From an optimization exercise on the open Yosys and OpenROAD flow, aimed at small area; shortcuts taken in it are not production practice. Function was checked by simulation only, so behaviour that the tests miss may differ from the original. No activity file was given, so power comes from the tool's default toggle rates.

==> flow/run.sh <==
#!/bin/bash
# synth_recipe.tcl (not shown) runs the flow's synth.tcl, then flattens the netlist and writes it again
# the make line also repeats each setting of config.mk as NAME=value (left out here)
make -C /OpenROAD-flow-scripts/flow DESIGN_CONFIG=/design/flow/config.mk WORK_HOME=/design/flow/orfs CLKGATE_MAP_FILE= SYNTH_SCRIPT=/design/flow/synth_recipe.tcl finish
==> flow/config.mk <==
export PLATFORM = sky130hd
export DESIGN_NAME = SportWatch
export DESIGN_NICKNAME = SportWatch
export VERILOG_FILES = /design/flow/design.v
export SDC_FILE = /design/flow/constraint.sdc
export NUM_CORES = 4
export LEC_CHECK = 0
export CAP_MARGIN = 20
export CORE_MARGIN = 2
export CORE_UTILIZATION = 40
export SLEW_MARGIN = 20
==> flow/constraint.sdc <==
create_clock -name core_clock -period 10.0 [get_ports {clk}]
set_input_delay 2.0000 -clock core_clock [delete_from_list [all_inputs] [get_ports {clk}]]
set_output_delay 2.0000 -clock core_clock [all_outputs]
set_load 0.01 [all_outputs]
==> flow/design.v <==
`timescale 1ns / 1ps
module Seven_Segment(
    input wire [3:0] number,
    output reg [6:0] segment
    );
always@*
    case(number)
        4'd0: segment = 7'b0000001;
        4'd1: segment = 7'b1001111;
        4'd2: segment = 7'b0010010;
        4'd3: segment = 7'b0000110;
        4'd4: segment = 7'b1001100;
        4'd5: segment = 7'b0100100;
        4'd6: segment = 7'b0100000;
        4'd7: segment = 7'b0001111;
        4'd8: segment = 7'b0000000;
        4'd9: segment = 7'b0000100;   
        default: segment = 7'b1111111;
    endcase
endmodule
`timescale 1ns / 1ps
module display_segment(
    input clk,
    input rst,
    input [6:0] left,
    input [6:0] right,
    output reg [6:0]segment,
    output reg [3:0]select
    );
    reg [14:0]counter;  
    wire [6:0]segment_0,segment_1,segment_2,segment_3;
    function [3:0] mod_10(
        input [6:0] number
    );
        begin
            if (number >= 90) 
                mod_10 = 9;
            else if (number >= 80) 
                mod_10 = 8;
            else if (number >= 70) 
                mod_10 = 7;
            else if (number >= 60) 
                mod_10 = 6;
            else if (number >= 50) 
                mod_10 = 5;
            else if (number >= 40) 
                mod_10 = 4;
            else if (number >= 30) 
                mod_10 = 3;
            else if (number >= 20) 
                mod_10 = 2;
            else if (number >= 10) 
                mod_10 = 1;
            else 
                mod_10 = 0;
        end
    endfunction
    Seven_Segment LSB_right(
        .number(right - mod_10(right)*10),
        .segment(segment_0)
    );
    Seven_Segment MSB_right(
        .number(mod_10(right)),
        .segment(segment_1)
    );
    Seven_Segment LSB_left(
        .number(left - mod_10(left)*10),
        .segment(segment_2)
    );
    Seven_Segment MSB_left(
        .number(mod_10(left)),
        .segment(segment_3)
    );
    always@ (posedge clk)
    begin
        if (rst) counter <= 15'd0;
        else counter <= counter + 1;
    end
    always@ (*)
    begin
        case(counter[3:2])  
        2'b00: 
        begin
            segment <= segment_0;
            select <= 4'b0001;
        end
        2'b01: 
        begin
            segment <= segment_1;
            select <= 4'b0010;
        end
        2'b10: 
        begin
            segment <= segment_2;
            select <= 4'b0100;
        end
        2'b11: 
        begin
            segment <= segment_3;
            select <= 4'b1000;
        end        
        endcase
    end
endmodule
`timescale 1ns / 1ps
module debouncer(
    input clk,
    input rst,
    input [3:0] button,
    output reg [3:0] debounced_button
    );
    reg [30:0] count0;
    reg [30:0] count1;
    reg [30:0] count2;
    reg [30:0] count3;
    always @(posedge clk) begin
      if (rst) begin
        count0 <= 0; count1 <= 0; count2 <= 0; count3 <= 0;
        debounced_button <= 4'b0000;
      end else begin
        if (button [0]) begin
            count0 <= count0 + 1;
            if (count0 == 7) begin
                debounced_button[0] <= 1;
            end
        end else begin
            count0 <= 0;
            debounced_button[0] <= 0;
        end
        if (button [1]) begin
            count1 <= count1 + 1;
            if (count1 == 7) begin
                debounced_button[1] <= 1;
            end
        end else begin
            count1 <= 0;
            debounced_button[1] <= 0;
        end
        if (button [2]) begin
            count2 <= count2 + 1;
            if (count2 == 7) begin
                debounced_button[2] <= 1;
            end
        end else begin
            count2 <= 0;
            debounced_button[2] <= 0;
        end
        if (button [3]) begin
            count3 <= count3 + 1;
            if (count3 == 7) begin
                debounced_button[3] <= 1;
            end
        end else begin
            count3 <= 0;
            debounced_button[3] <= 0;
        end
      end
    end
endmodule
`timescale 1ns / 1ps
module signal_controller(
    input clk,
    input rst,
    input start,              
    input reset,              
    input [2:1] button,       
    input [3:0] state,        
    output reg start_countup, reset_countup, btn2_countup, btn1_countup,
    output reg start_countdown, reset_countdown, btn2_countdown, btn1_countdown,
    output reg start_alarm, reset_alarm, btn2_alarm, btn1_alarm,
    output reg start_setup, reset_setup, btn2_setup, btn1_setup,
    output reg reset_clock
);
    always @(posedge clk) begin
        start_countup <= 0; reset_countup <= 0; btn2_countup <= 0; btn1_countup <= 0;
        start_countdown <= 0; reset_countdown <= 0; btn2_countdown <= 0; btn1_countdown <= 0;
        start_alarm <= 0; reset_alarm <= 0; btn2_alarm <= 0; btn1_alarm <= 0;
        start_setup <= 0; reset_setup <= 0; btn2_setup <= 0; btn1_setup <= 0;
        if (rst) begin
            reset_clock <= 0;
        end else case (state)
            4'b0000: begin
                reset_clock <= reset;
            end
            4'b1000: begin  
                start_countup <= start;
                reset_countup <= reset;
                btn2_countup <= button[2];
                btn1_countup <= button[1];
            end
            4'b0100: begin  
                start_countdown <= start;
                reset_countdown <= reset;
                btn2_countdown <= button[2];
                btn1_countdown <= button[1];
            end
            4'b0010: begin  
                start_alarm <= start;
                reset_alarm <= reset;
                btn2_alarm <= button[2];
                btn1_alarm <= button[1];
            end
            4'b0001: begin  
                start_setup <= start;
                reset_setup <= reset;
                btn2_setup <= button[2];
                btn1_setup <= button[1];
            end
            default: begin
                start_countup <= 0; reset_countup <= 0; btn2_countup <= 0; btn1_countup <= 0;
                start_countdown <= 0; reset_countdown <= 0; btn2_countdown <= 0; btn1_countdown <= 0;
                start_alarm <= 0; reset_alarm <= 0; btn2_alarm <= 0; btn1_alarm <= 0;
                start_setup <= 0; reset_setup <= 0; btn2_setup <= 0; btn1_setup <= 0;
            end
        endcase
    end
endmodule
`timescale 1ns / 1ps
module clock(
    input clk,
    input rst,
    input reset,
    input alarm_ready,
    input setup_ready,
    input [6:0] alarm_hour,
    input [6:0] alarm_minute,
    input [6:0] setup_hour,
    input [6:0] setup_minute,
    output reg [6:0] hour,
    output reg [6:0] minute,
    output reg [6:0] second,
    output reg [6:0] hundredth,
    output reg alarm_ring
);
    reg [29:0] count;
    reg setup_ready_sync, alarm_ready_sync;
    always @(posedge clk) begin
        if (rst || reset) begin
            setup_ready_sync <= 0;
            alarm_ready_sync <= 0;
        end else begin
            setup_ready_sync <= setup_ready;
            alarm_ready_sync <= alarm_ready;
        end
    end
    always @(posedge clk) begin
        if (rst || reset) 
            alarm_ring <= 0;
        else if (alarm_ready_sync && (hour == alarm_hour) && (minute == alarm_minute))
            alarm_ring <= 1;
        else 
            alarm_ring <= 0;
    end
    always @(posedge clk) begin
        if (rst || reset) begin
            hour <= 7'd0;
            minute <= 7'd0;
            second <= 7'd0;
            hundredth <= 7'd0;
            count <= 30'd0;
        end else if (setup_ready_sync) begin
            hour <= setup_hour;
            minute <= setup_minute;
            second <= 7'd0;
            hundredth <= 7'd0;
            count <= 30'd0;
        end else begin
            if (count == 4) begin
                count <= 0;
                if (hundredth == 7'd99) begin
                    hundredth <= 7'd0;
                    if (second == 7'd59) begin
                        second <= 0;
                        if (minute == 7'd59) begin
                            minute <= 0;
                            if (hour == 7'd23) 
                                hour <= 0;
                            else 
                                hour <= hour + 1;
                        end else 
                            minute <= minute + 1;
                    end else 
                        second <= second + 1;
                end else 
                    hundredth <= hundredth + 1;
            end else 
                count <= count + 1; 
        end        
    end
endmodule
`timescale 1ns / 1ps
module count_up(
    input clk,
    input rst,
    input start,            
    input reset,
    input save_time_signal,
    input load_time_signal,
    input [1:0] slot,
    output reg [6:0] hour,
    output reg [6:0] minute,
    output reg [6:0] second,
    output reg [6:0] hundredth         
);
    reg start_sync;
    reg [29:0] count;
    reg [6:0] stored_hour[3:0];
    reg [6:0] stored_minute[3:0];
    reg [6:0] stored_second[3:0];
    reg [6:0] stored_hundredth[3:0];
    integer i;
    always @(posedge clk) begin
        if (rst) start_sync <= 0;
        else if (save_time_signal) start_sync <= 0;
        else if (load_time_signal) start_sync <= 0;
        else 
            start_sync <= start;
    end 
    always @(posedge clk) begin
        if (rst) begin
            for (i = 0; i < 4; i = i + 1) begin
                stored_hour[i] <= 7'd0;
                stored_minute[i] <= 7'd0;
                stored_second[i] <= 7'd0;
                stored_hundredth[i] <= 7'd0;
            end
            hour <= 7'd0;
            minute <= 7'd0;
            second <= 7'd0;
            hundredth <= 7'd0;
            count <= 30'd0;
        end else if (reset) begin
            hour <= 7'd0;
            minute <= 7'd0;
            second <= 7'd0;
            hundredth <= 7'd0;
            count <= 30'd0;
        end else begin
            if (save_time_signal) begin
                stored_hour[slot] <= hour;
                stored_minute[slot] <= minute;
                stored_second[slot] <= second;
                stored_hundredth[slot] <= hundredth;
            end
            if (load_time_signal) begin
                hour <= stored_hour[slot];
                minute <= stored_minute[slot];
                second <= stored_second[slot];
                hundredth <= stored_hundredth[slot];
            end
            if (start_sync) begin
                if (count == 4) begin  
                    count <= 0;
                    if (hundredth == 7'd99) begin
                        hundredth <= 7'd0;
                        if (second == 7'd59) begin
                            second <= 0;
                            if(minute == 7'd59) begin
                                minute <= 0;
                                if(hour == 7'd23) begin
                                    hour <= 0;
                                end
                                else hour <= hour + 1;
                            end
                            else minute <= minute + 1;
                        end
                        else second <= second + 1;
                    end 
                    else hundredth <= hundredth + 1;
                end 
                else count <= count + 1;  
            end
        end
    end
endmodule
`timescale 1ns / 1ps
module count_down(
    input clk,
    input rst,
    input reset,
    input start,
    input add_minute_signal,
    input add_second_signal,
    output reg [6:0] hour,             
    output reg [6:0] minute,
    output reg [6:0] second,
    output reg [6:0] hundredth,
    output reg done_signal
);
    reg [29:0] count;
    reg start_sync, add_min_sync, add_sec_sync;
    reg start_first_time;
    reg add_min_last, add_sec_last;
    wire add_min_edge = add_min_sync && (!add_min_last);
    wire add_sec_edge = add_sec_sync && (!add_sec_last);
    always @(posedge clk) begin
        if (rst) begin
            add_min_last <= 0;
            add_sec_last <= 0;
        end else begin
            add_min_last <= add_min_sync;
            add_sec_last <= add_sec_sync;
        end
    end
    always @(posedge clk) begin
      if (rst) begin
        start_sync <= 0;
        add_min_sync <= 0;
        add_sec_sync <= 0;
      end else begin
        if ((hour == 0) && (minute == 0) && (second == 0) && (hundredth == 0)) begin
            start_sync <= 0;   
        end else begin
            start_sync <= start; 
        end
        if (start_sync) begin
            add_min_sync <= 0;
            add_sec_sync <= 0; 
        end else begin
            add_min_sync <= add_minute_signal;
            add_sec_sync <= add_second_signal;
        end
      end
    end
    always @(posedge clk) begin
        if (rst || reset) begin
            hour <= 7'd0;
            minute <= 7'd0;
            second <= 7'd0;
            hundredth <= 7'd0;
            count <= 30'd0;
            done_signal <= 1'b0;
            start_first_time <= 1'b0;
        end
        else if (add_min_edge) minute <= minute + 7'd1;
        else if (add_sec_edge) second <= second + 7'd1;
        else if (start_sync) begin
            start_first_time <= 1;
            done_signal <= 0;
            if (count == 4) begin
                count <= 0;
                if (hundredth == 0) begin
                    hundredth <= 7'd99;
                    if (second == 0) begin
                        second <= 7'd59;
                        if (minute == 0) begin
                            minute <= 7'd59;
                            if (hour != 0) begin
                                hour <= hour - 1;
                            end
                        end else begin
                            minute <= minute - 1;
                        end
                    end else begin
                        second <= second - 1;
                    end
                end else begin
                    hundredth <= hundredth - 1;
                end
            end 
            else count <= count + 1;
        end
        else if (hour == 0 && minute == 0 && second == 0 && hundredth == 0 && start_first_time == 1) 
            done_signal <= 1;
    end
endmodule
`timescale 1ns / 1ps
module alarm(
    input clk,
    input rst,
    input reset,
    input start,
    input add_hour_signal,
    input add_minute_signal,
    output reg [6:0] alarm_hour,
    output reg [6:0] alarm_minute,
    output reg alarm_set
);
    reg add_hour_last, add_min_last;
    wire add_hour_edge = add_hour_last && (!add_hour_signal);
    wire add_min_edge = add_min_last && (!add_minute_signal);
    always @(posedge clk) begin
        if (rst) begin
            add_hour_last <= 0;
            add_min_last <= 0;
        end else begin
            add_hour_last <= add_hour_signal;
            add_min_last <= add_minute_signal;
        end
    end
    always @(posedge clk) begin
        if (rst || reset) begin
            alarm_hour <= 7'd0;
            alarm_minute <= 7'd0;
            alarm_set <= 0;
        end
        else if (start) begin
            alarm_set <= 1;
        end
        else if (add_hour_edge) begin
            alarm_hour <= (alarm_hour == 7'd23) ? 7'd0 : alarm_hour + 1;
        end
        else if (add_min_edge) begin
            alarm_minute <= (alarm_minute == 7'd59) ? 7'd0 : alarm_minute + 1;
        end
    end
endmodule
`timescale 1ns / 1ps
module setup(
    input clk,
    input rst,
    input reset,
    input start,
    input add_hour_signal,
    input add_minute_signal,
    output reg [6:0] setup_hour,
    output reg [6:0] setup_minute,
    output reg setup_ready
    );
    reg add_hour_last, add_min_last;
    wire add_hour_edge = add_hour_last && (!add_hour_signal);
    wire add_min_edge = add_min_last && (!add_minute_signal);
    reg [29:0]ready_counter;
    always @(posedge clk) begin
        if (rst) begin
            add_hour_last <= 0;
            add_min_last <= 0;
        end else begin
            add_hour_last <= add_hour_signal;
            add_min_last <= add_minute_signal;
        end
    end
    always @(posedge clk) begin
        if (rst || reset) begin
            setup_hour <= 7'd0;
            setup_minute <= 7'd0;
            setup_ready <= 0;
            ready_counter <= 0;
        end else begin
            if (add_hour_edge) begin
                setup_hour <= (setup_hour == 7'd23) ? 7'd0 : setup_hour + 1;
            end
            if (add_min_edge) begin
                setup_minute <= (setup_minute == 7'd59) ? 7'd0 : setup_minute + 1;
            end
            if (start && ready_counter == 0) begin
                setup_ready <= 1;
                ready_counter <= 30'd20;  
            end else if (ready_counter > 0) 
                ready_counter <= ready_counter - 1;
            else if (!start && ready_counter == 0) setup_ready <= 0;
        end
    end
endmodule
`timescale 1ns / 1ps
module SportWatch(
    input clk,
    input rst,
    input [3:0] btn,
    input [1:0] sw,            
    output reg [3:0] mode_led,
    output wire cdown_done_signal,
    output wire alarm_ring,
    output wire alarm_ready,
    output wire [6:0] left_seg,
    output wire [3:0] left_dig,
    output wire [6:0] right_seg,
    output wire [3:0] right_dig
);
    reg [6:0] llseg,lrseg,rlseg,rrseg;
    reg [3:0] state;
    parameter   CLOCK = 4'b0000,
                SETUP = 4'b0001,
                ALARM = 4'b0010,
                COUNTDOWN = 4'b0100,
                COUNTUP = 4'b1000;
    wire [6:0] hour_clock,hour_countup,hour_countdown;
    wire [6:0] minute_clock, minute_countup, minute_countdown;
    wire [6:0] second_clock,second_countup, second_countdown;
    wire [6:0] hundredth_clock,hundredth_countup,hundredth_countdown;
    wire [6:0] alarm_hour, alarm_minute;
    wire [6:0] setup_hour, setup_minute;
    wire reset_clock;
    reg start_signal;
    wire start_countup, start_countdown, start_alarm, start_setup;
    reg reset_signal;
    wire reset_countup, reset_countdown, reset_alarm, reset_setup;
    wire load_signal, save_signal;
    wire add_second, add_minute;
    wire add_hour_alarm, add_minute_alarm;
    wire add_hour_setup, add_minute_setup;
    reg [30:0]reset_counter;
    reg reset_active;
    wire setup_ready;
    wire [3:0] button;
    reg button3_last;
    signal_controller SignalController(
        .clk(clk),
        .rst(rst),
        .start(start_signal),
        .reset(reset_signal),
        .button(button[2:1]),
        .state(state[3:0]),
        .start_countup(start_countup), .reset_countup(reset_countup), .btn2_countup(save_signal), .btn1_countup(load_signal),
        .start_countdown(start_countdown), .reset_countdown(reset_countdown), .btn2_countdown(add_minute), .btn1_countdown(add_second),
        .start_alarm(start_alarm), .reset_alarm(reset_alarm), .btn2_alarm(add_hour_alarm), .btn1_alarm(add_minute_alarm),
        .start_setup(start_setup), .reset_setup(reset_setup), .btn2_setup(add_hour_setup), .btn1_setup(add_minute_setup),
        .reset_clock(reset_clock) 
    );
    debouncer Debounce(
        .clk(clk),
        .rst(rst),
        .button(btn),
        .debounced_button(button)
    );
    clock Clock(
        .clk(clk),
        .rst(rst),
        .reset(reset_clock),
        .setup_ready(setup_ready),
        .alarm_ready(alarm_ready),
        .alarm_hour(alarm_hour),
        .alarm_minute(alarm_minute),
        .setup_hour(setup_hour),
        .setup_minute(setup_minute),
        .hour(hour_clock),
        .minute(minute_clock),
        .second(second_clock),
        .hundredth(hundredth_clock),
        .alarm_ring(alarm_ring)
    );
    count_up CountUpMode(
        .clk(clk),
        .rst(rst),
        .reset(reset_countup),
        .start(start_countup),
        .save_time_signal(save_signal),
        .load_time_signal(load_signal),
        .slot(sw),
        .hour(hour_countup),
        .minute(minute_countup),
        .second(second_countup),
        .hundredth(hundredth_countup)
    );
    count_down CountDownMode(
        .clk(clk),
        .rst(rst),
        .reset(reset_countdown),
        .start(start_countdown),
        .add_minute_signal(add_minute),
        .add_second_signal(add_second),
        .hour(hour_countdown),
        .minute(minute_countdown),
        .second(second_countdown),
        .hundredth(hundredth_countdown),
        .done_signal(cdown_done_signal)
    );
    alarm AlarmMode(
        .clk(clk),
        .rst(rst),
        .reset(reset_alarm),
        .start(start_alarm),
        .add_hour_signal(add_hour_alarm),
        .add_minute_signal(add_minute_alarm),
        .alarm_hour(alarm_hour),
        .alarm_minute(alarm_minute),
        .alarm_set(alarm_ready)
    );
    setup SetupMode(
        .clk(clk),
        .rst(rst),
        .reset(reset_setup),
        .start(start_setup),
        .add_hour_signal(add_hour_setup),
        .add_minute_signal(add_minute_setup),
        .setup_hour(setup_hour),
        .setup_minute(setup_minute),
        .setup_ready(setup_ready)
    );
    display_segment Dis7SegLeft(
        .clk(clk),
        .rst(rst),
        .left(llseg),
        .right(lrseg),
        .segment(left_seg),
        .select(left_dig)
    );
    display_segment Dis7SegRight(
        .clk(clk),
        .rst(rst),
        .left(rlseg),
        .right(rrseg),
        .segment(right_seg),
        .select(right_dig)
    );
    function [3:0] changeMode;
        input [3:0] current_mode;
        begin
            case (current_mode)
                4'b0000: changeMode = 4'b0001;
                4'b0001: changeMode = 4'b0010; 
                4'b0010: changeMode = 4'b0100; 
                4'b0100: changeMode = 4'b1000; 
                4'b1000: changeMode = 4'b0000; 
                default: changeMode = 4'b0000;
            endcase
        end
    endfunction
    always @(posedge clk) begin
      if (rst) begin
        state <= CLOCK;
        mode_led <= CLOCK;
        start_signal <= 0;
        button3_last <= 0;
        reset_counter <= 0;
        reset_signal <= 0;
        reset_active <= 0;
      end else begin
        if (button[3] && !button3_last) begin   
            state <= changeMode(state);
            mode_led <= changeMode(mode_led);
            start_signal <= 0; 
        end
        button3_last <= button[3];
        if (button[0]) begin
            reset_counter <= reset_counter + 1;
            if (reset_counter >= 40) begin
                reset_signal <= 1;
                reset_active <= 1;
                start_signal <= 0;
            end
        end
        else begin
            if (reset_counter > 2) begin
                if (!reset_active)  
                    start_signal <= ~start_signal;
            end
            else reset_signal <= 0;
            reset_active <= 0;  
            reset_counter <= 0;
        end
      end
    end
    always @(*) begin
        case (state)
            default: begin
               llseg <= hour_clock;
               lrseg <= minute_clock;
               rlseg <= second_clock;
               rrseg <= hundredth_clock;
            end
            COUNTUP: begin
                llseg <= hour_countup;
                lrseg <= minute_countup;
                rlseg <= second_countup;
                rrseg <= hundredth_countup;
            end
            COUNTDOWN: begin
                llseg <= hour_countdown;
                lrseg <= minute_countdown;
                rlseg <= second_countdown;
                rrseg <= hundredth_countdown;
            end
            ALARM: begin
                llseg <= hour_clock;
                lrseg <= minute_clock;
                rlseg <= alarm_hour;
                rrseg <= alarm_minute;
            end
            SETUP: begin
                llseg <= hour_clock;
                lrseg <= minute_clock;
                rlseg <= setup_hour;
                rrseg <= setup_minute;
            end
        endcase
    end
endmodule
==> flow_summary.yaml <==
run_status:
  outcome: "timing/DRC/antenna clean"
clock_tree:
  ctsHoldBuffers: 0
  post_cts_buffers: 0
  cts.sink_count: 557
  cts-resized-gates: 0
  clock_path_buffers: 3
  cts_tree: "yes"
  root_buffer: "clkbuf_16"
  htree_levels: 2
  clk_pin_slew_ps: 70
  numCtsBuffers: 61
  insertion_delay_ps: 670
routing:
  wl_per_cell_um: 16.4
  firstDrtPassIters: 7
  vias_per_cell: 5.39
  drc: 0
  via_count: 23300
  drt_wl_total_mm: 70.9
  postRouteAntennaNets: 0
  drtIter0Drc: 1629
worst_setup_path:
  crit_chain: "buf_4, nor2_1, a211oi_2, a22o_1, or2_0, nor2_1, a21oi_1, nor2_1, o21ai_0, and3_1, ha_1, inv_1, fa_1, xnor2_1, or3_1, and3_1, o311ai_0, o211ai_1, clkdlybuf4s50_1"
  r2r-end: "CountUpMode.hour[6]"
  crit_path_max_incr_delay_ps: 580
  cp_top_family: "simple AND/OR/NAND/NOR gates"
  required_ps: 8000
  r2r-start: "CountUpMode.hundredth[0]"
  critPathArrivalTime_ps: 6410
  crit_fanout: 25
  reg2reg_slack_ps: 6180
  cpMostUsedCell: "nor2_1"
  worstSetupEndpointType: "output port"
  cp-endpoint: "right_seg[2]"
  critPathLaunch: "state[0]"
  critPathKind: "flip-flop to output port"
  start_kind: "flip-flop"
  crit_cells: 19
  reg2reg_depth: 11
  cp_slowest_cell: "dfxtp_1"
  path_buf_inv: 3
synthesis:
  synth_edf_count: 112
  synth_cell_types: 95
  synth_top_flop_cell: "dfxtp_1"
  ys_seq_area_frac: 0.417
  netlist_instances: 3351
  synth.avg_cell_area_sq_um: 8.78
  synth_seq_cells: 557
  syn_area_sq_um: 29400
  syn-num-nets: 3449
  synthArstFlopShare: 0
  yosysWarningCount: 12
layout:
  final-instance-count-excl-fill: 4319
  syn_to_final_growth_pct: 10.9
  regArea_sq_um: 12300
  nets: 3405
  n_antenna_cell: 0
  drive_above_1_share: 0.0661
  multi_input_area_sq_um: 16100
  fillers: 7084
sta:
  maxSlewHeadroom: 0.312
  finalSetupTns_ps: 0
  rsz0062_at_grt: "no"
  post-route-min-period_ps: 8410
  finalClockSkew_ps: 68.1
  tightest_slew_ps: 1030
  max_clock_freq_ghz: 0.119
  hold_viol: 0
  finalSetupViolCount: 0
  slew_violations: 0
  post-route-period-util: 0.841
placed_design:
  dp_hpwl_mm: 48.1
  dp_cells: 4203
  place_congestion: 0.900
  numPortBuffers: 36
die:
  core_sq_um: 72800
  io_pins: 37
  die_width_um: 275
  dieArea_sq_um: 75700
  initial_utilization: 0.404
  fp-row-count: 99
  die_h_um: 275
global_routing:
  grt_antenna_before_repair: 2
  grt_pass1_vias: 21700
  track_usage: 0.185
  grt-ovfl-total: 0
  grt_max_degree: 49
  grt_pass1_wl_mm: 115
hold_path:
  min_path_type: "flip-flop to flip-flop"
power:
  p_leak_uw: 0.0117
  power_uw: 5100
  p_per_area_nw_per_um2: 156
  ir_drop_v: 0.000138
flow_run:
  drv_cap: 0
-- synth_stat cells (31+ instances only) --
master,n,area [sq um]
o21ai_0,137,686
nor2_1,497,1870
or3_1,59,369
ha_1,86,1080
a31oi_1,31,194
nand2b_1,37,231
xor2_1,201,1760
nor4_1,76,475
a21oi_1,154,771
nand4_1,91,569
nor3_1,64,320
dfxtp_1,445,8910
nand3_1,146,731
inv_1,96,360
nor2b_1,33,206
and2_1,103,644
xnor2_1,95,832
edfxtp_1,112,3360
and3_1,83,519
nand2_1,232,871
clkbuf_1,142,533
-- cell type report --
cell class                 count  share of cell area
inverter                      99              0.0114
sequential                   557               0.376
clock inverter                35              0.0134
clock buffer                  81              0.0507
tap                          959              0.0368
timing repair buffer          67              0.0179
multi-input combinational   2521               0.494
-- placed cells by master, fill, tap and decap left out, types with 91 or more instances in the layout --
cell type / netlist / final
a21oi_1: 154 / 154
and2_1: 103 / 103
dfxtp_1: 445 / 445
edfxtp_1: 112 / 112
inv_1: 96 / 96
nand2_1: 232 / 232
nand3_1: 146 / 146
nand4_1: 91 / 91
nor2_1: 497 / 496
o21ai_0: 137 / 133
xnor2_1: 95 / 95
xor2_1: 201 / 201
-- cells by family after synthesis --
group | after synthesis | synth area share
muxes | 65 | 0.0344
AOI/OAI and AO/OA | 507 | 0.110
xor gates and xnor gates | 300 | 0.0915
DFF | 557 | 0.417
and+or+nand+nor | 1556 | 0.270
adders and majority gates | 93 | 0.0403
buffers and inverters | 273 | 0.0366
-- stage by stage --
step           utilization  hold slack, ps  instance area, sq um  worst slack [ps]
3_5_place_dp         0.419             438                 30500              2280
6_report             0.448             444                 32600              1590
3_3_place_gp         0.419             429                 30500              2380
2_1_floorplan            -             413                 29400              3770
5_1_grt              0.448             467                 32600              1030
4_1_cts              0.448             452                 32600              1600
-- how the worst min path moves through the flow --
stage / start / to / slack (ps) / cells past startpoint
finish: Debounce.count2[0] / Debounce.count2[0] / 440 / 1
CTS: reset_active / reset_active / 450 / 2
global route: Debounce.count2[0] / Debounce.count2[0] / 470 / 1
floorplan: SignalController.start_countdown / CountDownMode.start_sync / 410 / 2
global placement: Debounce.count2[0] / Debounce.count2[0] / 430 / 1
detailed placement: Debounce.count2[0] / Debounce.count2[0] / 440 / 1
-- layer usage --
| layer | GRT usage | part of all wire | up-vias |
|---|---|---|---|
| li1 | - | - | 11800 |
| met1 | 0.258 | 0.48 | 10900 |
| met2 | 0.296 | 0.44 | 429 |
| met3 | 0.0269 | 0.046 | 109 |
| met4 | 0.0572 | 0.027 | 0 |
| met5 | 0 | 0 | - |
-- power breakdown --
group	switching, uW	leakage, uW	total [uW]	internal, uW
clock	980	0.00100	2310	1330
combinational	218	0.00597	380	162
sequential	48.9	0.00475	2400	2350
-- state kept, by name (all words and copies together), names as in the netlist, 31 cells and up --
register and flops:
Debounce.count3 31, Debounce.count0 31, reset_counter 31, Debounce.count2 31
Debounce.count1 31

separate check: timing with driven ports:
No port has a modelled driver above. Below, the same layout with a new extraction and two added sets of constraints. Step 1: set_driving_cell puts a clkbuf_16 on clk and a buf_2 on each other input, an assumption about the parent block. Step 2 also shifts input and output timing later by t, the mid clock arrival at the registers, as if the neighbouring blocks saw the same clock. Three values: ideal ports, drivers, drivers and shift; two values: the first two.
t (ns): 0.704
setup slack, ns: 1.586 / 1.524 / 2.227
slew at the worst register clock pin (ns): 0.07 / 0.07
worst data-port slew with drivers (ns): 0.05
pins driven straight from the clock port: 1
After both steps this run still meets setup and hold. The setup slack of this run moves by -0.062 ns with the drivers and by +0.641 ns with both steps.
